This is an optimization exercise on Yosys and OpenROAD, whose aim is small area, a short achievable clock period and few clock cycles, not a production implementation.
In this exercise RTL edits were held to simulation tests only and were not proved equivalent to the original.
No activity file was given, so power comes from the tool's default toggle rates.

==> flow/run.sh <==
#!/bin/bash
# Layout flow: the standard flow (standard.sh, all steps), except that
# - the buffers buffer_ports puts on every input and output port are
#   sky130_fd_sc_hd__buf_4 cells instead of the resizer's default choice;
# - after the resizer step of placement, outflops.tcl moves the buffer of
#   each output port that a flip-flop drives next to that flip-flop
#   (detailed placement then legalizes both), so the buffer, not the
#   flip-flop, drives the long wire to the edge of the die.
# - repair_timing (after placement, CTS and global routing) works to a setup
#   slack margin of 15 ns: at the design's 20 ns clock every path has far
#   more slack than that needs, so without the margin repair_timing leaves
#   the paths that set the period achieved as they are.
# - CTS puts buffers on the clock tree's wires every 80 um (CTS_BUF_DISTANCE).
# The make output goes to standard.log; ORFS keeps each step's log under orfs/logs.
set -e
export BUFFER_PORTS_ARGS="-buffer_cell sky130_fd_sc_hd__buf_4"
export POST_RESIZE_TCL="$PWD/flow/outflops.tcl"
export SETUP_SLACK_MARGIN=15
export CTS_BUF_DISTANCE=80
bash standard.sh > standard.log 2>&1
==> flow/outflops.tcl <==
# Move the buffer of every output port that a flip-flop drives (and
# nothing else) onto that flip-flop's location; detailed placement
# legalizes them.
set block [ord::get_db_block]
set moved 0
foreach bterm [$block getBTerms] {
  if { [$bterm getIoType] != "OUTPUT" } { continue }
  set net [$bterm getNet]
  set drv {}
  foreach it [$net getITerms] { if { [$it isOutputSignal] } { lappend drv $it } }
  if { [llength $drv] != 1 } { puts "outflops: [$bterm getName] has no single driver"; continue }
  set buf [[lindex $drv 0] getInst]
  set bin {}
  foreach it [$buf getITerms] { if { [$it isInputSignal] } { lappend bin $it } }
  if { [llength $bin] != 1 } { puts "outflops: [$buf getName] is not a buffer"; continue }
  set inet [[lindex $bin 0] getNet]
  if { [llength [$inet getITerms]] != 2 || [llength [$inet getBTerms]] != 0 } {
    puts "outflops: [$bterm getName]: the buffer's input net has other loads"; continue
  }
  set ff {}
  foreach it [$inet getITerms] { if { [$it isOutputSignal] } { set ff [$it getInst] } }
  if { $ff == {} } { continue }
  set m [[$ff getMaster] getName]
  if { ![string match "*dfxtp*" $m] } { puts "outflops: [$ff getName] is $m, skipped"; continue }
  set loc [$ff getLocation]
  $buf setLocation [lindex $loc 0] [lindex $loc 1]
  incr moved
}
puts "outflops: moved $moved output buffers next to their flip-flops"
==> standard.sh <==
#!/bin/bash
# synth_recipe.tcl (not shown) runs the flow's synth.tcl, then flattens the netlist and writes it again
# the make line also repeats each setting of config.mk as NAME=value (left out here)
make -C /OpenROAD-flow-scripts/flow DESIGN_CONFIG=/design/flow/config.mk WORK_HOME=/design/flow/orfs CLKGATE_MAP_FILE= SYNTH_SCRIPT=/design/flow/synth_recipe.tcl "${@:-finish}"
==> config.mk <==
export PLATFORM = sky130hd
export DESIGN_NAME = CVP14
export DESIGN_NICKNAME = CVP14
export VERILOG_FILES = /design/flow/design.v
export SDC_FILE = /design/flow/constraint.sdc
export NUM_CORES = 8
export LEC_CHECK = 0
export CAP_MARGIN = 50
export CORE_MARGIN = 2
export CORE_UTILIZATION = 60
export CTS_CLUSTER_DIAMETER = 120
export CTS_CLUSTER_SIZE = 24
export SLEW_MARGIN = 50
==> constraint.sdc <==
create_clock -name core_clock -period 20.0 [get_ports {Clk1}]
set_input_delay 4.0000 -clock core_clock [delete_from_list [all_inputs] [get_ports {Clk1}]]
set_output_delay 4.0000 -clock core_clock [all_outputs]
set_load 0.01 [all_outputs]
==> design.v <==
module fadd_a(input [15:0] a, input [15:0] b, output [45:0] p);
  wire [4:0] ea = a[14:10], eb = b[14:10];
  wire sa = a[15], sb = b[15];
  wire [4:0] d = ea - eb;
  wire swap = (eb > ea);
  wire sub = sa ^ sb;
  wire [4:0] E0 = swap ? eb : ea;
  wire [10:0] ma = {|ea, a[9:0]}, mb = {|eb, b[9:0]};
  wire [10:0] mbig = swap ? mb : ma;
  wire [10:0] msml = swap ? ma : mb;
  wire [25:0] al = {msml, 15'b0} >> d;
  wire spec = (&ea) | (&eb);
  wire sign = spec ? ((&ea) ? sa : sb) : (swap ? sb : sa);
  assign p = {spec, sign, E0, sub, mbig, al, sub & (|al[14:0])};
endmodule
module fadd_b(input [45:0] p, output [23:0] q);
  wire spec = p[45], sign = p[44];
  wire [4:0] E0 = p[43:39];
  wire sub = p[38];
  wire [10:0] mbig = p[37:27];
  wire [25:0] al = p[26:1];
  wire borrow = p[0];
  wire [14:0] x = al[14:0];
  wire [11:0] yv = {sub, al[25:15] ^ {11{sub}}};
  wire [12:0] sum = {1'b0, mbig, 1'b1} + {yv, sub & ~borrow};
  wire [11:0] hi = sum[12:1];
  wire z13 = (x[12:0] == 13'd0);
  wire o13 = (x[12:0] == 13'h1FFF);
  wire c14 = ~x[13] & z13;
  wire s13 = sub ? (~x[13] ^ z13) : x[13];
  wire s14 = sub ? (~x[14] ^ c14) : x[14];
  wire or121 = sub ? ~(z13 | o13) : (|x[12:1]);
  wire and121 = sub ? ((x[12:0] == 13'd1) | (x[12:0] == 13'd2)) : (&x[12:1]);
  assign q = {spec, sign, E0, hi, s14, s13, or121, and121, x[0]};
endmodule
module fadd_c(input [23:0] p, output [15:0] y);
  wire spec = p[23], sign = p[22];
  wire [4:0] E0 = p[21:17];
  wire [13:0] H = p[16:3];      
  wire or121 = p[2], and121 = p[1], s0 = p[0];
  wire [11:0] U = H[13:2];      
  wire s14 = H[1], s13 = H[0];
  wire or13_1 = s13 | or121;
  wire or13_0 = s13 | or121 | s0;
  wire or12_0 = or121 | s0;
  wire all14_0 = s14 & s13 & and121 & s0;
  wire all14_1 = s14 & s13 & and121;
  wire [4:0] Ep1 = E0 + 5'd1, Ep2 = E0 + 5'd2, Ep3 = E0 + 5'd3;
  wire e28 = (E0 >= 5'd28), e29 = (E0 >= 5'd29), e30 = (E0 == 5'd30);
  wire cZ = (U == 12'd0);
  wire cO = U[11];
  wire cN = ~U[11] & U[10];
  wire [9:0] frO = U[10:1];
  wire condO = U[0] & (s14 | or13_1 | U[1]);
  wire cyO = U[0] & all14_1;
  wire all1O = &frO, zeroO = (frO == 10'd0);
  wire [9:0] frOi = frO + 10'd1;
  wire [9:0] frN = U[9:0];
  wire condN = s14 & (or13_0 | U[0]);
  wire cyN = all14_0;
  wire all1N = &frN, zeroN = (frN == 10'd0);
  wire [9:0] frNi = frN + 10'd1;
  reg [3:0] lz;
  always @(*)
    casez (U[9:0])
      10'b1?????????: lz = 4'd1;
      10'b01????????: lz = 4'd2;
      10'b001???????: lz = 4'd3;
      10'b0001??????: lz = 4'd4;
      10'b00001?????: lz = 4'd5;
      10'b000001????: lz = 4'd6;
      10'b0000001???: lz = 4'd7;
      10'b00000001??: lz = 4'd8;
      10'b000000001?: lz = 4'd9;
      default:        lz = 4'd10;
    endcase
  wire [11:0] X = {U[9:0], s14, s13} << (lz - 4'd1);
  wire [9:0] frL = X[10:1];
  wire condL = U[9] & s13 & (or12_0 | s14);
  wire bumpL = condL & (U[8:0] == 9'd0) & ~s14;
  reg [4:0] EL;
  always @(*)
    casez (U[9:0])
      10'b1?????????: EL = bumpL ? E0 : E0 - 5'd1;
      10'b01????????: EL = E0 - 5'd2;
      10'b001???????: EL = E0 - 5'd3;
      10'b0001??????: EL = E0 - 5'd4;
      10'b00001?????: EL = E0 - 5'd5;
      10'b000001????: EL = E0 - 5'd6;
      10'b0000001???: EL = E0 - 5'd7;
      10'b00000001??: EL = E0 - 5'd8;
      10'b000000001?: EL = E0 - 5'd9;
      default:        EL = E0 - 5'd10;
    endcase
  reg [4:0] E; reg [9:0] F; reg ovf;
  always @(*) begin
    if (cZ) begin
      E = all14_0 ? 5'd22 : 5'd0; F = 10'd0; ovf = 1'b0;
    end else if (cO) begin
      if (cyO & all1O) begin E = Ep3; F = 10'd0; ovf = e28; end
      else if (condO & zeroO & ~cyO) begin E = Ep2; F = frO; ovf = e29; end
      else begin E = Ep1; F = cyO ? frOi : frO; ovf = e30; end
    end else if (cN) begin
      if (cyN & all1N) begin E = Ep2; F = 10'd0; ovf = e29; end
      else if (condN & zeroN & ~cyN) begin E = Ep1; F = frN; ovf = e30; end
      else begin E = E0; F = cyN ? frNi : frN; ovf = 1'b0; end
    end else begin
      E = EL; F = frL; ovf = 1'b0;
    end
  end
  assign y = (spec | ovf) ? {sign, 5'b11111, 10'd0} : {sign, E, F};
endmodule
module fmul_a(input [15:0] a, input [15:0] b, output [66:0] p);
  wire [4:0] ea = a[14:10], eb = b[14:10];
  wire zero = (ea == 5'd0 && a[9:0] == 10'd0) || (eb == 5'd0 && b[9:0] == 10'd0);
  wire [10:0] ma = {1'b1, a[9:0]}, mb = {1'b1, b[9:0]};
  wire [13:0] pp0 = ma * mb[2:0];
  wire [13:0] pp1 = ma * mb[5:3];
  wire [13:0] pp2 = ma * mb[8:6];
  wire [12:0] pp3 = ma * mb[10:9];
  wire ga = ea > 5'd15, gb = eb > 5'd15;
  wire [4:0] ea1 = ea - 5'd15, eb1 = eb - 5'd15;
  reg [5:0] s0, s1;
  always @(*) begin
    if (ga & gb) begin
      s0 = {1'b0, ea1} + {1'b0, eb1};
      s1 = {1'b0, ea1} + {1'b0, eb1} + 6'd1;
    end else if (ga) begin
      s0 = {1'b0, ea1} - {1'b0, eb};
      s1 = s0;
    end else if (gb) begin
      s0 = {1'b0, eb1} - {1'b0, ea};
      s1 = s0;
    end else begin
      s0 = 6'b110001;
      s1 = 6'b110001;
    end
  end
  wire [5:0] t0 = s0 + 6'd15, t1 = s1 + 6'd15;
  wire [4:0] x0 = t0[5] ? 5'b11111 : t0[4:0];
  wire [4:0] x1 = t1[5] ? 5'b11111 : t1[4:0];
  assign p = {zero, a[15] ^ b[15], x1, x0, pp3, pp2, pp1, pp0};
endmodule
module fmul_b(input [66:0] p, output [23:0] q);
  wire [21:0] prod = {p[54:42], 9'd0} + {2'd0, p[41:28], 6'd0} + {5'd0, p[27:14], 3'd0} + {8'd0, p[13:0]};
  assign q = {p[66:55], prod[21:10]};
endmodule
module fmul_c(input [23:0] p, output [15:0] y);
  wire zero = p[23], sign = p[22];
  wire [4:0] x1 = p[21:17], x0 = p[16:12];
  wire [11:0] ph = p[11:0];    
  assign y = zero ? 16'd0 : (ph[11] ? {sign, x1, ph[10:1]} : {sign, x0, ph[9:0]});
endmodule
module ScalarRegFile (clk, rst, ra1, ra2, rd1, rd2,
                      bw_en, bw_hi, bw_dst, bw_data,
                      ww_lo, ww_hi, ww_dst, ww_data, r7_en, r7_data);
  input clk, rst;
  input [2:0] ra1, ra2;
  output [15:0] rd1, rd2;
  input bw_en, bw_hi;
  input [2:0] bw_dst;
  input [7:0] bw_data;
  input ww_lo, ww_hi;
  input [2:0] ww_dst;
  input [15:0] ww_data;
  input r7_en;
  input [15:0] r7_data;
  wire [15:0] regs [0:7];
  assign rd1 = regs[ra1];
  assign rd2 = regs[ra2];
  genvar g;
  generate
    for (g = 0; g < 8; g = g + 1) begin : entry
      reg [15:0] q;
      assign regs[g] = q;
      always @(posedge clk)
        if (rst)
          q <= 16'h0000;
        else begin
          if (ww_lo && ww_dst == g)              q[7:0] <= ww_data[7:0];
          else if (g == 7 && r7_en)              q[7:0] <= r7_data[7:0];
          else if (bw_en && !bw_hi && bw_dst == g) q[7:0] <= bw_data;
          if (ww_hi && ww_dst == g)              q[15:8] <= ww_data[15:8];
          else if (g == 7 && r7_en)              q[15:8] <= r7_data[15:8];
          else if (bw_en && bw_hi && bw_dst == g)  q[15:8] <= bw_data;
        end
    end
  endgenerate
endmodule
module VectorRegFile (clk, we_l, wd_l, we_a, wd_a, heads, taps);
  input clk;
  input [7:0] we_l, we_a;
  input [15:0] wd_l, wd_a;
  output [127:0] heads;
  output [127:0] taps;                 
  genvar g;
  generate
    for (g = 0; g < 8; g = g + 1) begin : entry
      reg [255:0] q;
      wire [255:0] rot = {q[15:0], q[255:16]};
      always @(posedge clk)
        q <= {rot[255:240], we_l[g] ? wd_l : rot[239:224], rot[223:192],
              we_a[g] ? wd_a : rot[191:176], rot[175:0]};
      assign heads[16*g +: 16] = q[15:0];
      assign taps[16*g +: 16] = q[143:128];
    end
  endgenerate
endmodule
module CVP14(output [15:0] Addr, output RD, output WR, output V, output [15:0] dataOut,
             input Reset, input Clk1, input [15:0] DataIn);
localparam QD = 4;                   
localparam CK = 3;                   
localparam FQ = 11;                  
localparam MU_IDLE = 2'd0, MU_VLD = 2'd1, MU_VSTW = 2'd2, MU_VSTR = 2'd3;
localparam AU_VADD = 2'd0, AU_VDOT = 2'd1, AU_SMUL = 2'd2;
function ok_add;
  input [15:0] x;
  ok_add = (x[14:0] == 15'd0) | (x[14:10] >= 5'd10 && x[14:10] <= 5'd27);
endfunction
function [4:0] emax;
  input [4:0] m;
  input [15:0] x;
  emax = (x[14:10] > m) ? x[14:10] : m;
endfunction
function ok_mul;
  input [4:0] ea, eb;
  ok_mul = (ea != 5'd31) & (eb != 5'd31) & ({1'b0, ea} + {1'b0, eb} <= 6'd44);
endfunction
reg rst;
always @(posedge Clk1) rst <= Reset;
reg [3:0] ph;                        
reg [7:0] zf;                        
reg [7:0] sa;                        
reg [4:0] mx [0:7];                  
reg [15:0] addr_q, dout_q;
reg rd_q, wr_q, v_q, vflag;
reg [15:0] q [0:QD-1];
reg [QD:0] qs;                       
reg [15:0] ir_pc, fpc, fpc1;         
reg f_act;                           
wire [15:0] ir = q[0];
wire ir_v = ~qs[0];
reg [1:0] mu_st;
reg [3:0] mu_cnt;
reg [15:0] base;
reg [2:0] mu_reg;
reg mu_tap;                          
reg ld_now, ld_last;                 
reg l_oka;
reg [4:0] l_mx;
reg [15:0] ld1;
reg ld1_v, ld_first, ld1_first, ld1_last;
reg [2:0] ld1_r;
reg sl_v, sl_wlo, sl_whi;
reg sl_known, sl_safe_q, sl_fp_q;    
reg [4:0] sl_bnd_q;                  
reg [4:0] sl_mxa_q, sl_mxb_q;        
reg sl_b1, sl_bv;
reg [15:0] sl_pc;
reg [1:0] sl_op;
reg [2:0] sl_ra, sl_rb, sl_rd;
reg [15:0] sl_sc;
reg rd_busy, rd_act, vdot_wait, rd_us;
reg rd_tap;                          
reg [1:0] rd_op;
reg [2:0] rd_ra, rd_rb, rd_rd;
reg [3:0] rd_cnt;
reg [4:1] sv, sfirst, slast, sus;
reg [1:0] sop [1:4];
reg [2:0] srd [1:4];
reg [15:0] x1, y1;
reg [45:0] fa_p;
reg [23:0] fb_p;
reg [66:0] ma_p;
reg [23:0] mb_p;
reg [15:0] wres;
reg a_oka;
reg [4:0] a_mx;
reg ldf_v, ldf_oka;                  
reg [2:0] ldf_r;
reg [4:0] ldf_mx;
reg f5_v, f5_oka;                    
reg [2:0] f5_rd;
reg [4:0] f5_mx;
reg us_busy, us_fin, us_vdot, ovf;
reg [15:0] fq [0:FQ-1];
reg [3:0] fq_wp, fq_rp, fq_cnt;
reg [15:0] np;                       
reg np_v;
reg [15:0] acc;
reg [4:0] acc_k;
reg [1:0] acc_st;                    
reg vd_pend, vd_wlo, vd_whi, vd_wr;
reg [2:0] vd_rd;
reg nx_v, nx_wlo, nx_whi;             
reg [2:0] nx_rd;
reg [45:0] ca_p;
reg [23:0] cb_p;
integer k;
wire [3:0] op = ir[15:12];
wire is_vadd = (op == 4'd0);
wire is_vdot = (op == 4'd1);
wire is_smul = (op == 4'd2);
wire is_sst  = (op == 4'd3);
wire is_vld  = (op == 4'd4);
wire is_vst  = (op == 4'd5);
wire is_sll  = (op == 4'd6);
wire is_slh  = (op == 4'd7);
wire is_j    = (op == 4'd8);
wire is_au = is_vadd | is_vdot | is_smul;
wire is_mu = is_sst | is_vld | is_vst;
wire [2:0] f_d = ir[11:9], f_a = ir[8:6], f_b = ir[5:3];
wire [15:0] rx, ry;
wire [127:0] heads, taps;
wire redirect = us_fin & ovf;
wire blocking_us = us_busy & ~(us_fin & ~ovf);        
wire s4_vec = sv[4] & (sop[4] != AU_VDOT);
function pend_w;
  input [2:0] r;
  pend_w = rd_busy & (rd_op != AU_VDOT) & (rd_rd == r);
endfunction
function au_wpend;
  input [2:0] r;
  au_wpend = (rd_busy & (rd_op != AU_VDOT) & (rd_rd == r)) |
             (sv[1] & (sop[1] != AU_VDOT) & (srd[1] == r)) |
             (sv[2] & (sop[2] != AU_VDOT) & (srd[2] == r)) |
             (sv[3] & (sop[3] != AU_VDOT) & (srd[3] == r)) |
             (s4_vec & (srd[4] == r)) | (f5_v & (f5_rd == r));
endfunction
function sl_w;
  input [2:0] r;
  sl_w = sl_v & (sl_op != AU_VDOT) & (sl_rd == r);
endfunction
function sl_r;
  input [2:0] r;
  sl_r = sl_v & ((sl_ra == r) | ((sl_op != AU_SMUL) & (sl_rb == r)));
endfunction
function flags_pend;
  input [2:0] r;
  flags_pend = au_wpend(r) | (vld_act & (mu_reg == r)) | (ld1_v & (ld1_r == r)) | (ldf_v & (ldf_r == r));
endfunction
function pend_s;
  input [2:0] r;
  pend_s = (vd_pend & (vd_wlo | vd_whi) & (vd_rd == r)) |
           (nx_v & (nx_wlo | nx_whi) & (nx_rd == r)) |
           (sl_v & (sl_op == AU_VDOT) & (sl_wlo | sl_whi) & (sl_rd == r));
endfunction
wire mu_free = (mu_st == MU_IDLE);
wire vld_act = (mu_st == MU_VLD) | ld_now;            
wire sl_haz = (vld_act & (mu_reg == sl_ra | (mu_reg == sl_rb & (sl_op != AU_SMUL)))) |
              (((mu_st == MU_VSTW) | ((mu_st == MU_VSTR) & mu_tap)) & (mu_reg == sl_rd) & (sl_op != AU_VDOT));
wire wait_rd_d = (vdot_wait | (rd_busy & rd_tap)) & (rd_ra == f_d | rd_rb == f_d);
wire sl_safe = (sl_op == AU_VADD) ? (sa[sl_ra] & sa[sl_rb]) :
               (sl_op == AU_VDOT) ? ok_mul(mx[sl_ra], mx[sl_rb]) :
                                    ok_mul(mx[sl_ra], sl_sc[14:10]);
wire [4:0] sl_mxa = sl_mxa_q;
wire [4:0] sl_mxb = sl_mxb_q;
wire [4:0] sl_mxab = (sl_mxa > sl_mxb) ? sl_mxa : sl_mxb;
wire [5:0] sl_sum = {1'b0, sl_mxa} + {1'b0, sl_mxb};
wire [5:0] sl_add3 = {1'b0, sl_mxab} + 6'd3;
wire [5:0] sl_m14 = sl_sum - 6'd14;
wire [4:0] sl_bound = (sl_mxab == 5'd31) ? 5'd31 :
                      (sl_op == AU_VADD) ? ((sl_add3 >= 6'd31) ? 5'd31 : sl_add3[4:0]) :
                      (sl_sum < 6'd14 || sl_m14 <= {1'b0, sl_mxab}) ? sl_mxab :
                      (sl_m14 >= 6'd31) ? 5'd31 : sl_m14[4:0];
wire sl_fp = flags_pend(sl_ra) | ((sl_op != AU_SMUL) & flags_pend(sl_rb));
wire sl_ok = sl_known & sl_safe_q;
wire blocking = blocking_us | (sl_v & ~sl_ok);
wire vd_chain = vd_pend & ~nx_v & ~vd_wr & (acc_k >= 5'd16 - CK) & sl_safe_q;
wire sl_start = sl_v & sl_known & ~rd_busy & ~sl_haz & ((sl_op != AU_VDOT) | ~vd_pend | vd_chain) & (sl_safe_q | ~sl_fp_q);
reg issue_ok;
always @(*) begin
  if (is_au)       issue_ok = ~sl_v & (~is_smul | ~pend_s(f_b));
  else if (is_vld) issue_ok = mu_free & ~pend_s(f_a) & ~pend_w(f_d) & ~wait_rd_d & ~sl_r(f_d) & ~sl_w(f_d);
  else if (is_vst) issue_ok = mu_free & ~ld_now & ~pend_s(f_a) & ~pend_w(f_d) & ~sl_w(f_d);
  else if (is_sst) issue_ok = mu_free & ~pend_s(f_a) & ~pend_s(f_d);
  else issue_ok = 1'b1;
end
wire issue = ir_v & ~blocking & ~redirect & issue_ok;
wire au_issue = issue & is_au;
wire mu_issue = issue & is_mu;
wire sll_vd = issue & is_sll & vd_pend & (vd_rd == f_d);
wire slh_vd = issue & is_slh & vd_pend & (vd_rd == f_d);
wire sll_nx = issue & is_sll & nx_v & (nx_rd == f_d);
wire slh_nx = issue & is_slh & nx_v & (nx_rd == f_d);
wire sll_sl = issue & is_sll & sl_v & (sl_op == AU_VDOT) & (sl_rd == f_d);
wire slh_sl = issue & is_slh & sl_v & (sl_op == AU_VDOT) & (sl_rd == f_d);
wire r7_en = redirect & ~(us_vdot & vd_rd == 3'd7);
wire r7_vd = r7_en & vd_pend & (vd_rd == 3'd7);
wire r7_nx = r7_en & nx_v & (nx_rd == 3'd7);
ScalarRegFile srf(.clk(Clk1), .rst(rst),
                  .ra1(f_a), .ra2(is_smul ? f_b : f_d), .rd1(rx), .rd2(ry),
                  .bw_en(issue & (is_sll | is_slh)), .bw_hi(is_slh), .bw_dst(f_d), .bw_data(ir[7:0]),
                  .ww_lo(vd_wr & vd_wlo & ~sll_vd & ~r7_vd), .ww_hi(vd_wr & vd_whi & ~slh_vd & ~r7_vd),
                  .ww_dst(vd_rd), .ww_data(acc),
                  .r7_en(r7_en), .r7_data(sl_pc));    
wire [7:0] we_l = ld1_v ? (8'd1 << ld1_r) : 8'd0;
wire [7:0] we_a = s4_vec ? (8'd1 << srd[4]) : 8'd0;
VectorRegFile vrf(.clk(Clk1), .we_l(we_l), .wd_l(ld1), .we_a(we_a), .wd_a(wres), .heads(heads), .taps(taps));
wire [2:0] sel_a = rd_busy ? rd_ra : sl_ra;
wire [2:0] sel_b = rd_busy ? rd_rb : sl_rb;
wire [2:0] sel_c = mu_free ? f_d : mu_reg;
wire tap_now;
wire [15:0] va = zf[sel_a] ? 16'd0 : (tap_now ? taps[16*sel_a +: 16] : heads[16*sel_a +: 16]);
wire [15:0] vb = zf[sel_b] ? 16'd0 : (tap_now ? taps[16*sel_b +: 16] : heads[16*sel_b +: 16]);
wire c_tap = (mu_st == MU_VSTR) ? mu_tap : ph[3];
wire [15:0] vc = zf[sel_c] ? 16'd0 : (c_tap ? taps[16*sel_c +: 16] : heads[16*sel_c +: 16]);
wire [1:0] i_op = is_vadd ? AU_VADD : (is_vdot ? AU_VDOT : AU_SMUL);
wire sl_vdot = (sl_op == AU_VDOT);
wire first_read = (sl_start & (~sl_vdot | ph[2:0] == 3'd0)) | (vdot_wait & ph[2:0] == 3'd0);
wire read_now = first_read | rd_act;
wire read_last = rd_act & (rd_cnt == 4'd15);
wire [1:0] cur_op = sl_start ? sl_op : rd_op;
wire [2:0] cur_rd = sl_start ? sl_rd : rd_rd;
assign tap_now = rd_act ? rd_tap : (ph[3] & (vdot_wait | sl_vdot));
wire [45:0] fa_pn;
wire [23:0] fb_pn;
wire [66:0] ma_pn;
wire [23:0] mb_pn;
wire [15:0] fc_y, mc_y;
fadd_a ua1(.a(x1), .b(y1), .p(fa_pn));
fadd_b ua2(.p(fa_p), .q(fb_pn));
fadd_c ua3(.p(fb_p), .y(fc_y));
fmul_a um1(.a(x1), .b(y1), .p(ma_pn));
fmul_b um2(.p(ma_p), .q(mb_pn));
fmul_c um3(.p(mb_p), .y(mc_y));
always @(posedge Clk1) begin
  if (rst) begin
    rd_busy <= 1'b0; rd_act <= 1'b0; vdot_wait <= 1'b0; sl_v <= 1'b0; rd_tap <= 1'b0;
    sv <= 4'd0;
    us_busy <= 1'b0; us_fin <= 1'b0; ovf <= 1'b0;
  end else begin
    if (us_fin) begin us_fin <= 1'b0; us_busy <= 1'b0; end
    else if (sv[4] & slast[4] & sus[4]) us_fin <= 1'b1;
    if (sl_start) sl_v <= 1'b0;
    sl_known <= sl_v & ~sl_start;
    sl_safe_q <= sl_safe;
    sl_mxa_q <= mx[sl_ra];
    sl_mxb_q <= (sl_op == AU_SMUL) ? sl_sc[14:10] : mx[sl_rb];
    sl_bnd_q <= sl_bound;
    sl_b1 <= sl_v & ~sl_start;
    sl_bv <= sl_b1 & sl_v & ~sl_start;
    sl_fp_q <= sl_fp;
    if (sll_sl) sl_wlo <= 1'b0;
    if (slh_sl) sl_whi <= 1'b0;
    if (au_issue) sl_v <= 1'b1;
    if (~sl_v & ~blocking_us) begin
      sl_op <= i_op; sl_ra <= f_a; sl_rb <= f_b; sl_rd <= f_d; sl_sc <= ry; sl_pc <= ir_pc;
      sl_wlo <= 1'b1; sl_whi <= 1'b1;
    end
    if (sl_start) begin
      rd_busy <= 1'b1;
      rd_op <= sl_op; rd_ra <= sl_ra; rd_rb <= sl_rb; rd_rd <= sl_rd; rd_us <= ~sl_safe_q;
      if (~sl_safe_q) begin
        us_busy <= 1'b1; us_vdot <= sl_vdot; ovf <= 1'b0;
      end
      vdot_wait <= sl_vdot & (ph[2:0] != 3'd0);
    end
    if (vdot_wait & ph[2:0] == 3'd0) vdot_wait <= 1'b0;
    if (first_read) begin rd_act <= 1'b1; rd_cnt <= 4'd1; rd_tap <= ph[3] & (cur_op == AU_VDOT); end
    else if (rd_act) begin rd_cnt <= rd_cnt + 4'd1; if (rd_cnt == 4'd15) rd_act <= 1'b0; end
    if (read_last) rd_busy <= 1'b0;
    sv <= {sv[3:1], read_now};
    if (sv[4] & (wres == 16'h7C00)) ovf <= 1'b1;
  end
end
always @(posedge Clk1) begin
  if (read_now) begin
    x1 <= va;
    if (cur_op != AU_SMUL) y1 <= vb;
    else if (sl_start) y1 <= sl_sc;
  end
  sfirst <= {sfirst[3:1], first_read};
  slast <= {slast[3:1], read_last};
  sus <= {sus[3:1], sl_start ? ~sl_safe_q : rd_us};
  sop[1] <= cur_op; sop[2] <= sop[1]; sop[3] <= sop[2]; sop[4] <= sop[3];
  srd[1] <= cur_rd; srd[2] <= srd[1]; srd[3] <= srd[2]; srd[4] <= srd[3];
  fa_p <= fa_pn;
  fb_p <= fb_pn;
  ma_p <= ma_pn;
  mb_p <= mb_pn;
  wres <= (sop[3] == AU_VADD) ? fc_y : mc_y;
  if (s4_vec) begin
    a_oka <= (a_oka | sfirst[4]) & ok_add(wres);
    a_mx <= emax(sfirst[4] ? 5'd0 : a_mx, wres);
  end
end
wire push = sv[4] & (sop[4] == AU_VDOT);
wire fq_has = (fq_cnt != 4'd0);
wire step = vd_pend & np_v & (acc_st == 2'd0) & (acc_k != 5'd16);
wire np_load_q = step & fq_has;                        
wire np_load_p = push & (step ? ~fq_has : ~np_v);       
wire fq_push = push & ~np_load_p;
wire [45:0] ca_pn;
wire [23:0] cb_pn;
wire [15:0] cc_y;
fadd_a uc1(.a(acc), .b(np), .p(ca_pn));
fadd_b uc2(.p(ca_p), .q(cb_pn));
fadd_c uc3(.p(cb_p), .y(cc_y));
always @(posedge Clk1) begin
  if (rst) begin
    vd_pend <= 1'b0; acc_st <= 2'd0; vd_wr <= 1'b0; np_v <= 1'b0; nx_v <= 1'b0;
  end else begin
    if (sll_vd | r7_vd) vd_wlo <= 1'b0;
    if (slh_vd | r7_vd) vd_whi <= 1'b0;
    if (sll_nx | r7_nx) nx_wlo <= 1'b0;
    if (slh_nx | r7_nx) nx_whi <= 1'b0;
    if (sl_start & sl_vdot & vd_pend) begin
      nx_v <= 1'b1; nx_rd <= sl_rd; nx_wlo <= sl_wlo & ~sll_sl; nx_whi <= sl_whi & ~slh_sl;
    end
    if (vd_wr & nx_v) begin
      nx_v <= 1'b0; vd_rd <= nx_rd; vd_wlo <= nx_wlo & ~sll_nx & ~r7_nx; vd_whi <= nx_whi & ~slh_nx & ~r7_nx;
    end
    if (sl_start & sl_vdot & ~vd_pend) begin
      vd_pend <= 1'b1; vd_rd <= sl_rd; vd_wlo <= sl_wlo & ~sll_sl; vd_whi <= sl_whi & ~slh_sl;
      acc_k <= 5'd0; fq_cnt <= 4'd0; fq_wp <= 4'd0; fq_rp <= 4'd0; np_v <= 1'b0;
    end else begin
      if (fq_push) fq_wp <= (fq_wp == FQ - 1) ? 4'd0 : fq_wp + 4'd1;
      if (np_load_q) fq_rp <= (fq_rp == FQ - 1) ? 4'd0 : fq_rp + 4'd1;
      fq_cnt <= fq_cnt + {3'd0, fq_push} - {3'd0, np_load_q};
      if (step) acc_k <= acc_k + 5'd1;
      else if (vd_wr) acc_k <= 5'd0;
      if (np_load_q | np_load_p) np_v <= 1'b1;
      else if (step) np_v <= 1'b0;
    end
    acc_st <= {acc_st[0], step & (acc_k != 5'd0)};
    vd_wr <= acc_st[1] & (acc_k == 5'd16);
    if (vd_wr & ~nx_v) vd_pend <= 1'b0;
  end
end
always @(posedge Clk1) begin
  if (fq_push) fq[fq_wp] <= wres;
  if (np_load_q) np <= fq[fq_rp];
  else if (np_load_p) np <= wres;
  ca_p <= ca_pn;
  cb_p <= cb_pn;
  if (step & (acc_k == 5'd0)) acc <= np;
  else if (acc_st[1]) acc <= cc_y;
end
wire [3:0] eoff0 = is_vld ? ph + 4'd1 : 4'd0;
wire [6:0] soff = {ir[5], ir[5:0]} + {3'd0, eoff0};
wire [7:0] an_lo = {1'b0, rx[6:0]} + {1'b0, soff};
wire [8:0] an_hm = rx[15:7] - 9'd1, an_hp = rx[15:7] + 9'd1;
wire [8:0] an_hi = soff[6] ? (an_lo[7] ? rx[15:7] : an_hm) : (an_lo[7] ? an_hp : rx[15:7]);
wire [15:0] addr_now = {an_hi, an_lo[6:0]};
wire [15:0] base_now = rx + {{10{ir[5]}}, ir[5:0]};
reg c_port, c_rd, c_wr, c_ld, c_ld_last;
reg [3:0] c_eoff, c_cnt;
reg [1:0] c_st;
always @(*) begin
  c_port = 1'b0; c_rd = 1'b0; c_wr = 1'b0; c_ld = 1'b0; c_ld_last = 1'b0;
  c_eoff = 4'd0; c_st = mu_st; c_cnt = mu_cnt;
  case (mu_st)
    MU_VLD: begin
      c_port = 1'b1; c_rd = 1'b1; c_ld = 1'b1; c_eoff = ph + 4'd1;
      c_cnt = mu_cnt + 4'd1;
      if (mu_cnt == 4'd15) begin c_st = MU_IDLE; c_ld_last = 1'b1; end
    end
    MU_VSTW:
      if (ph[2:0] == 3'd0) begin
        c_port = 1'b1; c_wr = 1'b1; c_st = MU_VSTR;
      end
    MU_VSTR: begin
      c_port = 1'b1; c_wr = 1'b1; c_eoff = {ph[3] ^ mu_tap, ph[2:0]};
      if (ph[2:0] == 3'd7 && (ph[3] ^ mu_tap)) c_st = MU_IDLE;
    end
    default: ;
  endcase
end
wire [15:0] c_addr = base + {12'd0, c_eoff};
wire i_port = is_vld | is_sst | (is_vst & (ph[2:0] == 3'd0));
wire [1:0] i_st = is_vld ? MU_VLD : (is_vst ? ((ph[2:0] == 3'd0) ? MU_VSTR : MU_VSTW) : MU_IDLE);
wire n_mu_port = mu_issue ? i_port : c_port;
wire n_mu_rd = mu_issue ? is_vld : c_rd;
wire n_mu_wr = mu_issue ? (is_sst | is_vst) : c_wr;
wire n_ld = mu_issue ? is_vld : c_ld;
wire n_ld_last = ~mu_issue & c_ld_last;
wire [1:0] n_mu_st = mu_issue ? i_st : c_st;
wire [3:0] n_mu_cnt = mu_issue ? 4'd1 : c_cnt;
wire [15:0] n_dout = (mu_issue & is_sst) ? ry : vc;
wire [15:0] n_mu_addr = mu_issue ? addr_now : c_addr;
wire flush = redirect | (issue & is_j);
wire [15:0] jt = ir_pc + {{4{ir[11]}}, ir[11:0]};
wire [15:0] jt1 = ir_pc + {{4{ir[11]}}, ir[11:0]} + 16'd1;
wire [15:0] target = redirect ? 16'hFFF0 : jt;
wire [15:0] target1 = redirect ? 16'hFFF1 : jt1;
wire [15:0] target2 = target1 + 16'd1;
wire [15:0] fpc2 = fpc1 + 16'd1;
wire arrive = f_act & ~flush;
wire [QD:0] qs_a = arrive ? {qs[QD-1:0], 1'b0} : qs;           
wire [QD:0] qs_b = arrive ? qs : {1'b0, qs[QD:1]};             
wire [QD:0] n_qs = flush ? {{QD{1'b0}}, 1'b1} : (issue ? qs_b : qs_a);
wire room_a = ~qs_a[QD];
wire f_if_issue = ~c_port & ~(is_mu & i_port);        
wire f_no_issue = ~c_port & (redirect | room_a);
wire n_f_act = issue ? f_if_issue : f_no_issue;
wire [15:0] fetch_addr = flush ? target : fpc;
wire n_vflag = redirect | (vflag & ~issue);
always @(posedge Clk1) begin
  if (rst) begin
    ph <= 4'd0;
    zf <= 8'hFF; sa <= 8'hFF;
    for (k = 0; k < 8; k = k + 1) begin mx[k] <= 5'd0; end
    ldf_v <= 1'b0;
    qs <= {{QD{1'b0}}, 1'b1}; ir_pc <= 16'd0; fpc <= 16'd1; fpc1 <= 16'd2; f_act <= 1'b1;
    addr_q <= 16'd0; rd_q <= 1'b1; wr_q <= 1'b0; v_q <= 1'b0; vflag <= 1'b0;
    mu_st <= MU_IDLE; ld_now <= 1'b0; ld_last <= 1'b0; ld1_v <= 1'b0; ld1_last <= 1'b0;
    f5_v <= 1'b0;
  end else begin
    ph <= ph + 4'd1;
    qs <= n_qs;
    ir_pc <= flush ? target : (issue ? ir_pc + 16'd1 : ir_pc);
    fpc <= flush ? (n_f_act ? target1 : target) : (n_f_act ? fpc1 : fpc);
    fpc1 <= flush ? (n_f_act ? target2 : target1) : (n_f_act ? fpc2 : fpc1);
    f_act <= n_f_act;
    addr_q <= n_mu_port ? n_mu_addr : fetch_addr;
    rd_q <= n_mu_port ? n_mu_rd : n_f_act;
    wr_q <= n_mu_port & n_mu_wr;
    vflag <= n_vflag;
    v_q <= n_vflag & ~n_mu_port & n_f_act;    
    mu_st <= n_mu_st; mu_cnt <= n_mu_cnt;
    ld_now <= n_ld; ld_last <= n_ld_last;
    ld1_v <= ld_now; ld1_r <= mu_reg;
    ld_first <= mu_issue & is_vld;
    ld1_first <= ld_first; ld1_last <= ld_last;
    if (ld1_v) begin
      l_oka <= (l_oka | ld1_first) & ok_add(ld1);
      l_mx <= emax(ld1_first ? 5'd0 : l_mx, ld1);
    end
    if (ld_last) zf[mu_reg] <= 1'b0;
    ldf_v <= ld1_last & ~au_wpend(ld1_r) & ~sl_w(ld1_r);
    ldf_r <= ld1_r;
    ldf_oka <= (l_oka | ld1_first) & ok_add(ld1);
    ldf_mx <= emax(ld1_first ? 5'd0 : l_mx, ld1);
    if (ldf_v & ~au_wpend(ldf_r) & ~sl_w(ldf_r)) begin
      sa[ldf_r] <= ldf_oka;
      mx[ldf_r] <= ldf_mx;
    end
    f5_v <= s4_vec & slast[4];
    f5_rd <= srd[4];
    f5_oka <= (a_oka | sfirst[4]) & ok_add(wres);
    f5_mx <= emax(sfirst[4] ? 5'd0 : a_mx, wres);
    if (f5_v & ~((rd_busy & (rd_op != AU_VDOT) & (rd_rd == f5_rd)) |
                 (sv[1] & (sop[1] != AU_VDOT) & (srd[1] == f5_rd)) |
                 (sv[2] & (sop[2] != AU_VDOT) & (srd[2] == f5_rd)) |
                 (sv[3] & (sop[3] != AU_VDOT) & (srd[3] == f5_rd)) |
                 (s4_vec & (srd[4] == f5_rd)) |
                 (vld_act & (mu_reg == f5_rd)) | (ld1_v & (ld1_r == f5_rd)) | sl_w(f5_rd))) begin
      sa[f5_rd] <= f5_oka;
      mx[f5_rd] <= f5_mx;
    end
    if (read_last & (rd_op != AU_VDOT)) zf[rd_rd] <= 1'b0;
    if (mu_issue & is_vld) begin
      sa[f_d] <= 1'b0; mx[f_d] <= 5'd31;
    end
    if (sl_start & ~sl_vdot) begin
      sa[sl_rd] <= 1'b0; mx[sl_rd] <= (sl_safe_q & sl_bv) ? sl_bnd_q : 5'd31;
    end
  end
end
wire [QD-1:0] at_a = arrive ? qs[QD-1:0] : {QD{1'b0}};
wire [QD-1:0] at_b = arrive ? qs[QD:1] : {QD{1'b0}};
always @(posedge Clk1) begin
  for (k = 0; k < QD; k = k + 1)
    if (issue ? at_b[k] : at_a[k]) q[k] <= DataIn;
    else if (issue && k < QD - 1) q[k] <= q[k + 1];
end
always @(posedge Clk1) begin
  if (mu_free) begin base <= base_now; mu_reg <= f_d; end
  if (mu_st != MU_VSTR) mu_tap <= ph[3];
  dout_q <= n_dout;
  ld1 <= DataIn;
end
assign Addr = addr_q;
assign RD = rd_q;
assign WR = wr_q;
assign V = v_q;
assign dataOut = dout_q;
endmodule
==> results of run 1 <==
==> cell usage in the layout, fill, tap and decap left out, drive strengths merged, types with 234 or more instances in the layout <==
| cell | count |
|---|---|
| dfxtp | 2617 |
| a211oi | 250 |
| nand3 | 244 |
| xnor2 | 234 |
| nand2 | 1152 |
| mux2 | 322 |
| buf | 244 |
| ha | 311 |
| nor2 | 578 |
| o21ai | 378 |
| inv | 294 |
| edfxtp | 508 |
| a21oi | 393 |
==> layout make-up <==
cell class	instances	area (um2)
Fill cell	14600	66900
Clock inverter	11	153
Inverter	293	1100
Timing Repair Buffer	247	2140
Antenna cell	11	27.5
Tap cell	2511	3140
Sequential cell	3125	67700
Clock buffer	222	4410
Multi-Input combinational cell	6116	44400
==> what timing repair did <==
| action | in CTS | in global routing |
|---|---|---|
| setup endpoints to repair | 35 | 61 |
| setup buffers | 0 | 4 |
| gates resized for setup | 59 | 21 |
| pin swaps | 0 | 0 |
==> routing by layer <==
metal	track usage, %	vias up	part of all wire (%)
met5	0	-	0.0028
met4	13.5	2	4.9
met3	4.66	675	7.6
met2	49.6	3314	44
met1	46.1	37650	43
li1	-	35280	-
==> through the flow <==
stage               total power [mW]  hold WS, ns  area, um2  util [%]  setup WS (ns)
global route                    16.5        0.272     123000      64.8          14.54
finish                          15.9        0.275     123000      64.8          14.57
detailed placement              12.3        0.312     118000      62.2          15.11
global placement                12.2        0.310     118000      61.9          15.12
floorplan                       10.4        0.310     115000         -          15.14
CTS                             15.8        0.258     123000      64.7          14.55
==> worst paths after layout <==
| check | slack, ns | startpoint | cells past startpoint | endpoint |
|---|---|---|---|---|
| setup / recovery | 14.57 | addr_q[14]$_SDFF_PP0_ | 1 | Addr[14] |
| hold reg to reg | 0.27 | vrf.entry[2].q[122]$_DFF_P_ | 0 | vrf.entry[2].q[106]$_DFF_P_ |
| setup reg to reg | 15.26 | q[0][1]$_DFFE_PP_ | 10 | fpc1[14]$_SDFFE_PP0P_ |
| hold / removal | 0.27 | vrf.entry[2].q[122]$_DFF_P_ | 0 | vrf.entry[2].q[106]$_DFF_P_ |
==> report_power, final <==
part	leakage (nW)	internal [mW]	total, mW	switching (mW)
logic	19.5	1.68	4.96	3.28
clock network	2.20	1.56	3.52	1.96
registers	26.1	6.97	7.39	0.417
==> logic make-up after synthesis <==
kind of cell	count (synthesis)	synth area share, %
simple gates	2757	11.0
flops	3125	59.0
mux	733	8.70
fa+ha+maj	378	4.56
compound gates	1805	10.5
xor+xnor	443	3.38
buf+inv	858	2.84
==> key figures, run 1 <==
Global route
  – GRT Total Usage: 32.3%
  – First-pass GRT wire length: 473000 um
  – Pin count of the biggest net entering global routing: 87
  – Initial antenna violation count: 17
  – Total gr overflow: 0
  – Vias in the first global route: 72547

Critical path
  – Buf/Inv on CP: 1
  – CP Class: reg -> out
  – Setup crit start kind: flip-flop
  – Worst path max stage delay: 0.34 ns
  – WP data required: 16.00 ns
  – Delay-heaviest family, CP: flip-flops
  – Slowest library cell on the worst path: dfxtp_2
  – CP Max Fanout: 1
  – CP arrival: 1.43 ns
  – Critical path cell sequence: buf_6
  – Crit end category: primary output

Clock network
  – Root Buffer: clkbuf_16
  – Total CTS buffers: 164
  – H-tree Lvls: 4
  – Clock tree buffer depth: 6
  – Cts-stage hold buffer count: 0
  – # clock sinks: 3125
  – Clk pin slew, worst setup/hold paths: 0.11 ns
  – Worst-Skew Late Latency: 0.99 ns
  – TritonCTS clock tree: yes

Timing
  – Final Max Slew Viols: 0
  – Final period util: 27.1%
  – Period minus WS final: 5.43 ns
  – RSZ-0062 raised after global routing: yes
  – TNS Setup: 0 ns
  – Final number of setup-violating endpoints: 0
  – Layout Skew: 0.0953 ns
  – Final Hold Vio Count: 0
  – Worst slew margin: 46.8%
  – Worst Max-Slew Pin Slew: 0.789 ns
  – Fmax: 0.184 GHz

Route
  – DRC viols: 0
  – Initial DRC Count: 8184
  – DR WL/cell: 25.6 um
  – Routed WL: 321000 um
  – Drt pass-1 iters: 6
  – DR vias: 76921
  – Post-DRT Antenna Nets: 0
  – Vias per cell: 6.14

Synth
  – Synthesized instance count: 10099
  – Sequential area share after synthesis: 59.0%
  – Synth unique cells: 97
  – Count leader, synth: dfxtp_1
  – Synth warnings: 8
  – Post-synth top cells: dfxtp_1 (2617), nand2_1 (1152), nor2_1 (577)
  – Post-synth EDFFs: 508
  – Synthesized area per cell: 11.4 um2
  – Syn_nets: 10495
  – Top_reg_cell synth: dfxtp_1
  – Mapped Area: 115000 um2
  – Top cells by area, synth: dfxtp_1 (46%), edfxtp_1 (13%), nand2_1 (3.8%)
  – Fraction of registers with async set/reset: 0%
  – Post-synth top area share: 45.7%
  – FF+latch count, synth: 3125
  – Area leader, netlist: dfxtp_1

Layout
  – Fin cells: 12536
  – Final net count: 10343
  – Max reg flops: 2048
  – Largest regs: vrf.entry.q: 2048 flops, fq: 176 flops, srf.entry.q: 128 flops
  – P&R area growth vs syn: 7.39%
  – Layout cells sized above 1: 11.5%
  – Largest Register: vrf.entry.q

Floorplan
  – Full die area: 195000 um2
  – IO Count: 53
  – Die span in x: 441 um
  – Die H: 441 um
  – Cell Rows: 160
  – CORE AREA: 190000 um2
  – Initial Util: 60.3%

Min path
  – Hold Crit Class: reg -> reg

Placed design
  – Post-DP HPWL: 220000 um
  – I/O Buffers: 52
  – GP Congestion: 0.961
  – Placed Cells: 12283

Run status
  – Status: timing/DRC/antenna clean

Run
  – Max-cap viol count: 0

Power and ir drop
  – Max VDD drop: 0.195 mV
  – Power per cell area: 129 nW/um2
  – Static leakage: 47.8 nW
Testbench counts, summed over its fixed seeds: cycles 77,450.
==> inputs of run 2 (changes only) <==
--- a/flow/run.sh
+++ b/flow/run.sh
@@ -10,11 +10,11 @@
 #   slack margin of 15 ns: at the design's 20 ns clock every path has far
 #   more slack than that needs, so without the margin repair_timing leaves
 #   the paths that set the period achieved as they are.
-# - CTS puts buffers on the clock tree's wires every 80 um (CTS_BUF_DISTANCE).
+# - CTS puts buffers on the clock tree's wires every 150 um (CTS_BUF_DISTANCE).
 # The make output goes to standard.log; ORFS keeps each step's log under orfs/logs.
 set -e
 export BUFFER_PORTS_ARGS="-buffer_cell sky130_fd_sc_hd__buf_4"
 export POST_RESIZE_TCL="$PWD/flow/outflops.tcl"
 export SETUP_SLACK_MARGIN=15
-export CTS_BUF_DISTANCE=80
+export CTS_BUF_DISTANCE=150
 bash standard.sh > standard.log 2>&1
==> key figures, run 2 <==
Floorplan
  – IO Count: 53 (unchanged)
  – Cell Rows: 160 (unchanged)
  – CORE AREA: 190000 um2 (unchanged)
  – Full die area: 195000 um2 (unchanged)
  – Die span in x: 441 um (unchanged)
  – Initial Util: 60.3% (unchanged)
  – Die H: 441 um (unchanged)

Global route
  – Pin count of the biggest net entering global routing: 87 (unchanged)
  – Initial antenna violation count: 18 (+1)
  – Total gr overflow: 0 (unchanged)
  – Vias in the first global route: 72485 (-0.085%)
  – First-pass GRT wire length: 473000 um (about the same)
  – GRT Total Usage: 32.3% (about the same)

Synth
  – Post-synth top area share: 45.7% (unchanged)
  – Synth Area in XOR/XNOR: 3.38% (unchanged)
  – Synthesized area per cell: 11.4 um2 (unchanged)
  – Synth warnings: 8 (unchanged)
  – Top cells by area, synth: dfxtp_1 (46%), edfxtp_1 (13%), nand2_1 (3.8%)
  – Synth Area in Compound Gates: 10.5% (unchanged)
  – Sequential area share after synthesis: 59.0% (unchanged)
  – Area leader, netlist: dfxtp_1
  – Mapped Area: 115000 um2 (unchanged)
  – Post-synth EDFFs: 508 (unchanged)
  – Post-synth top cells: dfxtp_1 (2617), nand2_1 (1152), nor2_1 (577)
  – FF+latch count, synth: 3125 (unchanged)
  – Largest family of logic cells by synthesized area: simple AND/OR/NAND/NOR gates
  – Synth Area in Adders: 4.56% (unchanged)
  – Mux contribution to synthesized area: 8.70% (unchanged)
  – Syn_nets: 10495 (unchanged)
  – Top_reg_cell synth: dfxtp_1
  – Count leader, synth: dfxtp_1
  – Synth unique cells: 97 (unchanged)
  – Simple-gate share of the synthesized area: 11.0% (unchanged)
  – Synthesized instance count: 10099 (unchanged)
  – Fraction of registers with async set/reset: 0% (unchanged)

Placed design
  – Post-DP Area: 118000 um2 (unchanged)
  – I/O Buffers: 52 (unchanged)
  – Post-DP HPWL: 220000 um (unchanged)
  – GP Congestion: 0.961 (unchanged)

Timing
  – RSZ-0062 raised after global routing: yes
  – Final period util: 26.4% (-0.75 points)
  – Period minus WS final: 5.28 ns (-0.149 ns)
  – TNS Setup: 0 ns (unchanged)
  – Final number of setup-violating endpoints: 0 (unchanged)
  – Worst Max-Slew Pin Slew: 0.784 ns (-0.00510 ns)
  – Final Hold Vio Count: 0 (unchanged)
  – Worst slew margin: 47.2% (+0.34 points)
  – Final Max Slew Viols: 0 (unchanged)
  – Fmax: 0.189 GHz (+2.8%)
  – Layout Skew: 0.0769 ns (-0.0184 ns)

Route
  – Initial DRC Count: 8302 (+1.4%)
  – Drt pass-1 iters: 8 (+2)
  – DRC viols: 0 (unchanged)
  – Post-DRT Antenna Nets: 0 (unchanged)
  – DR WL/cell: 25.6 um (about the same)
  – Routed WL: 321000 um (about the same)
  – DR vias: 76902 (-0.025%)
  – Vias per cell: 6.14 (about the same)

Critical path
  – R2R depth: 17 (+7)
  – R2r setup slk: 15.24 ns (-0.02 ns)
  – Delay-heaviest family, CP: flip-flops
  – CP Class: reg -> out
  – CP Capture Point: Addr[9]
  – Crit. Startpoint: addr_q[9]$_SDFF_PP0_
  – Reg2reg end: base[14]$_DFFE_PP_
  – Worst path max stage delay: 0.34 ns (about the same)
  – CP arrival: 1.28 ns (-0.15 ns)
  – CP Max Fanout: 1 (unchanged)
  – Worst reg2reg path startpoint: q[0][6]$_DFFE_PP_
  – Slowest library cell on the worst path: dfxtp_2
  – Crit end category: primary output
  – Setup crit start kind: flip-flop
  – Buf/Inv on CP: 1 (unchanged)
  – Critical path cell sequence: buf_6
  – WP data required: 16.00 ns (about the same)
  – Instance count on the critical path: 1 (unchanged)

Power and ir drop
  – Power per cell area: 129 nW/um2 (-0.30%)
  – Internal Pwr Total: 10.1 mW (-0.84%)
  – Sequential power share: 46.7% (+0.2 points)
  – Gate power share: 31.4% (about the same)
  – Max VDD drop: 0.196 mV (+0.24%)
  – Switching Fraction: 35.9% (+0.27 points)
  – Static leakage: 47.7 nW (-0.18%)
  – Clk network pwr share: 21.9% (-0.3 points)
  – Psw: 5.68 mW (+0.34%)

Clock network
  – Root Buffer: clkbuf_16
  – H-tree Lvls: 4 (unchanged)
  – TritonCTS clock tree: yes
  – Clk pin slew, worst setup/hold paths: 0.12 ns (about the same)
  – Worst-Skew Late Latency: 0.82 ns (-0.17 ns)
  – Clock tree buffer depth: 4 (-2)
  – # clock sinks: 3125 (unchanged)
  – Total CTS buffers: 154 (-6.1%)

Layout
  – Final net count: 10332 (-0.11%)
  – Max reg flops: 2048 (unchanged)
  – Largest regs: vrf.entry.q: 2048 flops, fq: 176 flops, srf.entry.q: 128 flops
  – Layout cells sized above 1: 11.5% (-0.072 points)
  – FILL cells: 14614 (+0.096%)
  – Reg area: 67700 um2 (unchanged)
  – Post-route cell area: 123000 um2 (-0.12%)
  – Commonest non-fill, non-tap cell in the layout: dfxtp_1
  – P&R area growth vs syn: 7.27%
  – Most frequent cells in the layout: dfxtp_1 (2565), nand2_1 (1148), nor2_1 (568)
  – Multi-input gate area: 44400 um2 (about the same)
  – Largest Register: vrf.entry.q

Min path
  – Hold Crit Class: reg -> reg

Run
  – Max-cap viol count: 0 (unchanged)

Run status
  – Status: timing/DRC/antenna clean
-- run 2: cell counts after synthesis --
No cell type changed its count.
-- run 2: cell families after synthesis --
| group | Yosys count |
|---|---|
| simple gates | 2757 |
| buf+inv | 858 |
| compound gates | 1805 |
| mux | 733 |
| xor+xnor | 443 |
| fa+ha+maj | 378 |
| flops | 3125 |
-- run 2: area by class of cell --
cell class / instances / share of cell area, %
Antenna cell: 14 / 0.0285
Multi-Input combinational cell: 6116 / 36.1
Clock buffer: 211 / 3.36
Clock inverter: 16 / 0.233
Sequential cell: 3125 / 55.1
Inverter: 293 / 0.898
Tap cell: 2511 / 2.55
Timing Repair Buffer: 246 / 1.74
-- run 2: layer usage --
| metal | vias to the layer above | global-route usage, % | part of all wire (%) |
|---|---|---|---|
| met5 | - | 0 | 0.0041 |
| met4 | 2 | 13.7 | 4.8 |
| met3 | 643 | 4.56 | 7.4 |
| met2 | 3367 | 49.4 | 44 |
| met1 | 37636 | 46.2 | 44 |
| li1 | 35254 | - | - |
-- run 2: worst min-delay path by stage --
stage	from	to	slack, ns	depth (start not counted)
after floorplan	ca_p[39]$_DFF_P_	cb_p[17]$_DFF_P_	0.31	0
after global placement	vrf.entry[3].q[24]$_DFF_P_	vrf.entry[3].q[8]$_DFF_P_	0.31	0
after detailed placement	vrf.entry[1].q[116]$_DFF_P_	vrf.entry[1].q[100]$_DFF_P_	0.31	0
after CTS	slast[3]$_DFF_P_	slast[4]$_DFF_P_	0.29	0
after global routing	vrf.entry[2].q[122]$_DFF_P_	vrf.entry[2].q[106]$_DFF_P_	0.31	0
final	vrf.entry[2].q[122]$_DFF_P_	vrf.entry[2].q[106]$_DFF_P_	0.30	0
-- run 2: power groups by stage --
stage	sequential (mW)	combinational, mW	clock, mW
3_5_place_dp	7.51	4.79	0
6_report	7.39	4.96	3.46
2_1_floorplan	7.30	3.09	0
5_1_grt	7.43	5.27	3.71
4_1_cts	7.38	4.83	3.51
3_3_place_gp	7.53	4.65	0
-- run 2: what timing repair did --
item	in CTS	in global routing
buffers inserted	0	2
endpoints found under the setup margin	35	62
gates resized for setup	59	20
hold buffers	0	0
hold endpoints to repair	0	0
-- run 2: per-stage QoR --
step	setup slack (ns)	util, %	hold slack (ns)	power, mW	instances
6_report	14.72	64.7	0.304	15.8	12532
5_1_grt	14.69	64.7	0.306	16.4	12528
4_1_cts	14.70	64.6	0.291	15.7	12510
3_5_place_dp	15.11	62.2	0.312	12.3	12283
3_3_place_gp	15.12	61.9	0.310	12.2	12249
2_1_floorplan	15.14	-	0.310	10.4	10099
-- run 2: worst reg2reg max path, stage by stage, from the launching register on --
cell	delay, ns
edfxtp_1	0.33
buf_4	0.40
buf_6	0.41
mux4_2	0.55
nand2_1	0.08
nand2_1	0.17
ha_1	0.27
fa_1	0.44
a21o_1	0.18
a21oi_1	0.23
o21bai_1	0.10
a21oi_1	0.23
o21ai_0	0.14
a211oi_1	0.32
o21ai_0	0.18
a31o_2	0.26
a21oi_1	0.17
xnor2_1	0.08
==> inputs of run 3 (changes only) <==
--- a/config.mk
+++ b/config.mk
@@ -5,6 +5,7 @@
 export SDC_FILE = /design/flow/constraint.sdc
 export NUM_CORES = 8
 export LEC_CHECK = 0
+export ABC_AREA = 1
 export CAP_MARGIN = 50
 export CORE_MARGIN = 2
 export CORE_UTILIZATION = 60
==> key figures, run 3 <==
Timing
  – TNS Setup: 0 ns (unchanged)
  – Period minus WS final: 5.31 ns (+0.0337 ns)
  – RSZ-0062 raised after global routing: yes
  – Hold_ws: 0.290 ns (-0.0134 ns)
  – Final number of setup-violating endpoints: 0 (unchanged)
  – Layout Skew: 0.0632 ns (-0.0137 ns)
  – Final period util: 26.6% (+0.17 points)
  – Final Hold Vio Count: 0 (unchanged)
  – Worst Max-Slew Pin Slew: 0.828 ns (+0.0434 ns)
  – Final Max Slew Viols: 0 (unchanged)
  – Fmax: 0.188 GHz (-0.63%)
  – Worst slew margin: 44.5% (-2.7 points)

Synth
  – Post-synth top area share: 46.1% (+0.40 points)
  – Area leader, netlist: dfxtp_1
  – Mapped Area: 114000 um2 (-0.87%)
  – Syn_nets: 12384 (+18%)
  – Fraction of registers with async set/reset: 0% (unchanged)
  – Synthesized instance count: 11988 (+19%)
  – FF+latch count, synth: 3125 (unchanged)
  – Sequential area share after synthesis: 59.5% (+0.52 points)
  – Post-synth EDFFs: 508 (unchanged)
  – Top_reg_cell synth: dfxtp_1
  – Post-synth top cells: dfxtp_1 (2617), nand2_1 (2079), o21ai_0 (1243)
  – Synth unique cells: 74 (-24%)
  – Synth warnings: 8 (unchanged)
  – Count leader, synth: dfxtp_1
  – Top cells by area, synth: dfxtp_1 (46%), edfxtp_1 (13%), nand2_1 (6.9%)
  – Synthesized area per cell: 9.48 um2 (-16%)

Placed design
  – Post-DP HPWL: 236000 um (+7.2%)
  – GP Congestion: 0.981 (+2.1%)
  – I/O Buffers: 52 (unchanged)
  – Post-DP Area: 117000 um2 (-1.0%)
  – Placed Cells: 14178 (+15%)

Clock network
  – # clock sinks: 3125 (unchanged)
  – TritonCTS clock tree: yes
  – Root Buffer: clkbuf_16
  – Worst-Skew Late Latency: 0.81 ns (about the same)
  – Cts-stage hold buffer count: 0 (unchanged)
  – Clock tree buffer depth: 4 (unchanged)
  – H-tree Lvls: 4 (unchanged)
  – Clk pin slew, worst setup/hold paths: 0.10 ns (-0.02 ns)
  – Total CTS buffers: 152 (-1.3%)

Critical path
  – Slowest library cell on the worst path: dfxtp_2
  – Delay-heaviest family, CP: flip-flops
  – WP data required: 16.00 ns (about the same)
  – CP Class: reg -> out
  – Buf/Inv on CP: 1 (unchanged)
  – Critical path cell sequence: buf_8
  – Instance count on the critical path: 1 (unchanged)
  – CP Max Fanout: 1 (unchanged)
  – Crit end category: primary output
  – R2R depth: 21 (+4)
  – CP arrival: 1.31 ns (+0.03 ns)
  – Worst path max stage delay: 0.35 ns (about the same)
  – Setup crit start kind: flip-flop

Layout
  – Largest Register: vrf.entry.q
  – Commonest non-fill, non-tap cell in the layout: dfxtp_1
  – Most frequent cells in the layout: dfxtp_1 (2569), nand2_1 (2070), o21ai_0 (1232)
  – Final net count: 12242 (+18%)
  – P&R area growth vs syn: 6.89%
  – Largest regs: vrf.entry.q: 2048 flops, fq: 176 flops, srf.entry.q: 128 flops
  – Post-route cell area: 121000 um2 (-1.2%)
  – Fin cells: 14406 (+15%)
  – Max reg flops: 2048 (unchanged)
  – Layout cells sized above 1: 5.69% (-5.8 points)
  – FILL cells: 15078 (+3.2%)

Power and ir drop
  – Power Total: 17.2 mW (+8.6%)
  – Max VDD drop: 0.212 mV (+8.4%)
  – Static leakage: 49.2 nW (+3.0%)
  – Power per cell area: 141 nW/um2 (+10%)

Route
  – WL met1: 141000 um (+0.31%)
  – Initial DRC Count: 9528 (+15%)
  – DR vias: 85021 (+11%)
  – Wire length on met3: 30300 um (+28%)
  – Drt pass-1 iters: 12 (+4)
  – WL met2: 149000 um (+5.5%)
  – DR WL/cell: 23.5 um (-8.4%)
  – DRC viols: 0 (unchanged)
  – Highest Signal Layer: met5
  – Vias per cell: 5.90 (-3.8%)
  – Routed WL: 338000 um (+5.3%)
  – Post-DRT Antenna Nets: 0 (unchanged)

Run status
  – Status: timing/DRC/antenna clean

Global route
  – Vias in the first global route: 80351 (+11%)
  – Initial antenna violation count: 15 (-3)
  – Total gr overflow: 0 (unchanged)
  – GRT Total Usage: 34.1% (+1.8 points)
  – Pin count of the biggest net entering global routing: 125 (+44%)
  – First-pass GRT wire length: 499000 um (+5.5%)

Floorplan
  – Full die area: 193000 um2 (-0.86%)
  – Initial Util: 60.4% (+0.10 points)
  – Die span in x: 439 um (-0.43%)
  – CORE AREA: 188000 um2 (-1.0%)
  – IO Count: 53 (unchanged)
  – Cell Rows: 159 (-0.63%)
  – Die H: 439 um (-0.43%)

Min path
  – WHS Path Cells: 0 (unchanged)
  – Hold Crit Class: reg -> reg

Run
  – Max-cap viol count: 0 (unchanged)
-- run 3: metrics by stage --
| step | worst slack (ns) | utilization, % |
|---|---|---|
| after floorplan | 15.61 | - |
| after global placement | 14.42 | 61.8 |
| after CTS | 14.66 | 64.5 |
| after detailed placement | 14.99 | 62.2 |
| after global routing | 14.67 | 64.6 |
| final | 14.69 | 64.6 |
-- run 3: cell families (layout without fill, tap and decap cells) --
kind of cell / count (synthesis) / count (layout) / synth area share (%)
simple gates: 3759 / 3759 / 13.7
mux: 21 / 21 / 0.187
fa+ha+maj: 378 / 378 / 4.60
xor+xnor: 358 / 358 / 2.76
buf+inv: 1687 / 1606 / 5.74
compound gates: 2660 / 2660 / 13.4
flops: 3125 / 3125 / 59.5
other cells: 0 / 4 / 0
-- run 3: path summary, 6_finish.rpt --
| check | slack, ns | to | from |
|---|---|---|---|
| worst min register to register | 0.29 | vrf.entry[5].q[12]$_DFF_P_ | vrf.entry[5].q[28]$_DFF_P_ |
| worst max-delay path | 14.69 | dataOut[13] | dout_q[13]$_DFF_P_ |
| worst min-delay path | 0.29 | vrf.entry[5].q[12]$_DFF_P_ | vrf.entry[5].q[28]$_DFF_P_ |
| worst max register to register | 15.14 | base[12]$_DFFE_PP_ | q[0][6]$_DFFE_PP_ |
-- run 3: power breakdown --
part / switching (mW) / leakage [nW] / internal, mW
registers: 0.478 / 26.2 / 7.11
clock network: 1.95 / 2.03 / 1.43
logic: 4.38 / 20.9 / 1.83
-- run 3: cell type report --
| class | instances | area, um2 | share of cell area, % |
|---|---|---|---|
| antenna | 4 | 10.0 | 0.00824 |
| clock buffer | 204 | 4020 | 3.31 |
| inverter | 1172 | 4420 | 3.64 |
| sequential | 3125 | 67700 | 55.7 |
| multi-input combinational | 7176 | 40100 | 33.0 |
| clock inverter | 11 | 195 | 0.161 |
| timing repair buffer | 219 | 1940 | 1.60 |
| tap | 2495 | 3120 | 2.57 |
-- run 3: layer usage --
metal  vias to the layer above  global-route usage, %
li1                      39693                      -
met1                     40472                   46.3
met2                      4016                   53.0
met3                       838                   6.37
met4                         2                   15.7
met5                         -                      0
-- run 3: repair_timing --
item                                    CTS  global route
hold endpoints to repair                  0             0
endpoints found under the setup margin   36            68
resized for setup                        66             9
gates cloned                              0             0
buffers inserted                          0             3
==> inputs of run 4 (changes only) <==
--- a/config.mk
+++ b/config.mk
@@ -8,7 +8,7 @@
 export ABC_AREA = 1
 export CAP_MARGIN = 50
 export CORE_MARGIN = 2
-export CORE_UTILIZATION = 60
+export CORE_UTILIZATION = 50
 export CTS_CLUSTER_DIAMETER = 120
 export CTS_CLUSTER_SIZE = 24
 export SLEW_MARGIN = 50
==> key figures, run 4 <==
Power and ir drop
  – Clk network pwr share: 20.2% (+0.5 points)
  – Internal Pwr Total: 10.4 mW (about the same)
  – Psw: 6.72 mW (-1.3%)
  – Static leakage: 49.1 nW (about the same)
  – Gate power share: 35.4% (-0.7 points)

Run status
  – Status: timing/DRC/antenna clean

Synth
  – Top cells by area, synth: dfxtp_1 (46%), edfxtp_1 (13%), nand2_1 (6.9%)
  – Post-synth EDFFs: 508 (unchanged)
  – Post-synth top cells: dfxtp_1 (2617), nand2_1 (2079), o21ai_0 (1243)
  – Synthesized area per cell: 9.48 um2 (unchanged)
  – Mapped Area: 114000 um2 (unchanged)
  – Synthesized instance count: 11988 (unchanged)
  – Count leader, synth: dfxtp_1
  – Sequential area share after synthesis: 59.5% (unchanged)
  – Synth warnings: 8 (unchanged)
  – Top_reg_cell synth: dfxtp_1
  – Syn_nets: 12384 (unchanged)
  – Post-synth top area share: 46.1% (unchanged)

Global route
  – Vias in the first global route: 78340 (-2.5%)
  – GRT Total Usage: 28.7% (-5.4 points)
  – First-pass GRT wire length: 502000 um (+0.70%)
  – Pin count of the biggest net entering global routing: 179 (+43%)

Run
  – Max-cap viol count: 0 (unchanged)

Critical path
  – Worst reg2reg path startpoint: mu_st[0]$_SDFFE_PP0P_
  – Critical path cell sequence: buf_6
  – CP Class: reg -> out
  – Crit end category: primary output
  – Delay-heaviest family, CP: flip-flops
  – WP data required: 16.00 ns (about the same)

Route
  – DR vias: 83829 (-1.4%)
  – Drt pass-1 iters: 9 (-3)

Timing
  – Final Hold Vio Count: 0 (unchanged)
  – Fmax: 0.190 GHz (+0.95%)
  – Worst slew margin: 42.3% (-2.2 points)

Layout
  – Commonest non-fill, non-tap cell in the layout: dfxtp_1
  – Layout cells sized above 1: 5.54% (-0.15 points)
  – Multi-input gate area: 39900 um2 (-0.51%)
  – Reg area: 67700 um2 (about the same)
  – Largest regs: vrf.entry.q: 2048 flops, fq: 176 flops, srf.entry.q: 128 flops
  – P&R area growth vs syn: 7.40%

Clock network
  – H-tree Lvls: 4 (unchanged)
  – Clk pin slew, worst setup/hold paths: 0.10 ns (about the same)
  – Root Buffer: clkbuf_16

Floorplan
  – Cell Rows: 175 (+10%)
  – Initial Util: 50.1% (-10 points)
  – CORE AREA: 227000 um2 (+21%)
  – Full die area: 231000 um2 (+20%)

Min path
  – Hold Crit Class: reg -> reg
  – Min-Delay Startpoint: vrf.entry[5].q[74]$_DFF_P_
==> run 4: cell types whose count changed in the layout (fill, tap and decap cells not counted), sizes merged <==
cell and change:
bufinv +1, clkbuf +2, clkinvlp -1, diode +8
inv +4
==> run 4: area by class of cell <==
class	count	share of cell area (%)
flip-flops and latches	3125	55.5
multi-input cells	7176	32.7
inverters	1172	3.61
clock buffers	206	3.34
well taps	3009	3.08
repair buffers	219	1.63
clock inverters	15	0.181
diodes	12	0.0246
==> run 4: how the worst max path moves through the flow <==
stage / from / to / cells after the start / slack (ns)
after floorplan: DataIn[10] / q[1][10]$_DFFE_PP_ / 2 / 15.61
after global placement: sl_rd[0]$_DFFE_PP_ / y1[1]$_DFFE_PP_ / 16 / 14.44
after detailed placement: q[0][6]$_DFFE_PP_ / base[12]$_DFFE_PP_ / 21 / 15.04
final: dout_q[5]$_DFF_P_ / dataOut[5] / 1 / 14.74
after global routing: dout_q[12]$_DFF_P_ / dataOut[12] / 1 / 14.70
after CTS: dout_q[11]$_DFF_P_ / dataOut[11] / 1 / 14.70
==> run 4: cell families (layout without fill, tap and decap cells) <==
group / Yosys count / count (layout) / share of synthesized area [%]
other: 0 / 12 / 0
AO/OA/AOI/OAI: 2660 / 2660 / 13.4
XOR/XNOR: 358 / 358 / 2.76
adder cells (fa/ha/maj): 378 / 378 / 4.60
buffers and inverters: 1687 / 1612 / 5.74
flip-flops: 3125 / 3125 / 59.5
AND/OR/NAND/NOR: 3759 / 3759 / 13.7
multiplexers: 21 / 21 / 0.187
==> run 4: what timing repair did <==
item	CTS	global route
endpoints found under the setup margin	35	46
buffers inserted	0	0
gates resized for setup	62	10
gates cloned	0	0
==> run 4: metrics by stage <==
stage                     cells  total power, mW  worst slack, ns
after floorplan           11988             11.4            15.61
after global placement    14650             13.5            14.44
after detailed placement  14685             13.6            15.04
after CTS                 14906             17.0            14.70
after global routing      14926             18.0            14.70
final                     14934             17.1            14.74
==> run 4: metal layers <==
metal  vias to the layer above  routed length, um  track usage (%)
met1                     40312             146000             38.5
li1                      39682                  -                -
met3                       704              22900             4.04
met4                        10              17000             12.4
met5                         -                 69                0
met2                      3121             155000             46.2
==> run 4: power by group through the flow <==
| stage | clock (mW) | combinational [mW] | sequential (mW) |
|---|---|---|---|
| 6_report | 3.45 | 6.06 | 7.58 |
| 5_1_grt | 3.72 | 6.62 | 7.64 |
| 4_1_cts | 3.51 | 5.94 | 7.58 |
| 3_5_place_dp | 0 | 5.90 | 7.72 |
| 3_3_place_gp | 0 | 5.73 | 7.73 |
| 2_1_floorplan | 0 | 3.92 | 7.48 |

Re-timed with assumed drivers on the ports (clkbuf_16 on the clock, buf_2 on other inputs), run 4 has 14.643 ns of setup slack against 14.737 ns with ideal ports, and 15.124 ns once port delays also move by the mid clock arrival of 0.871 ns.
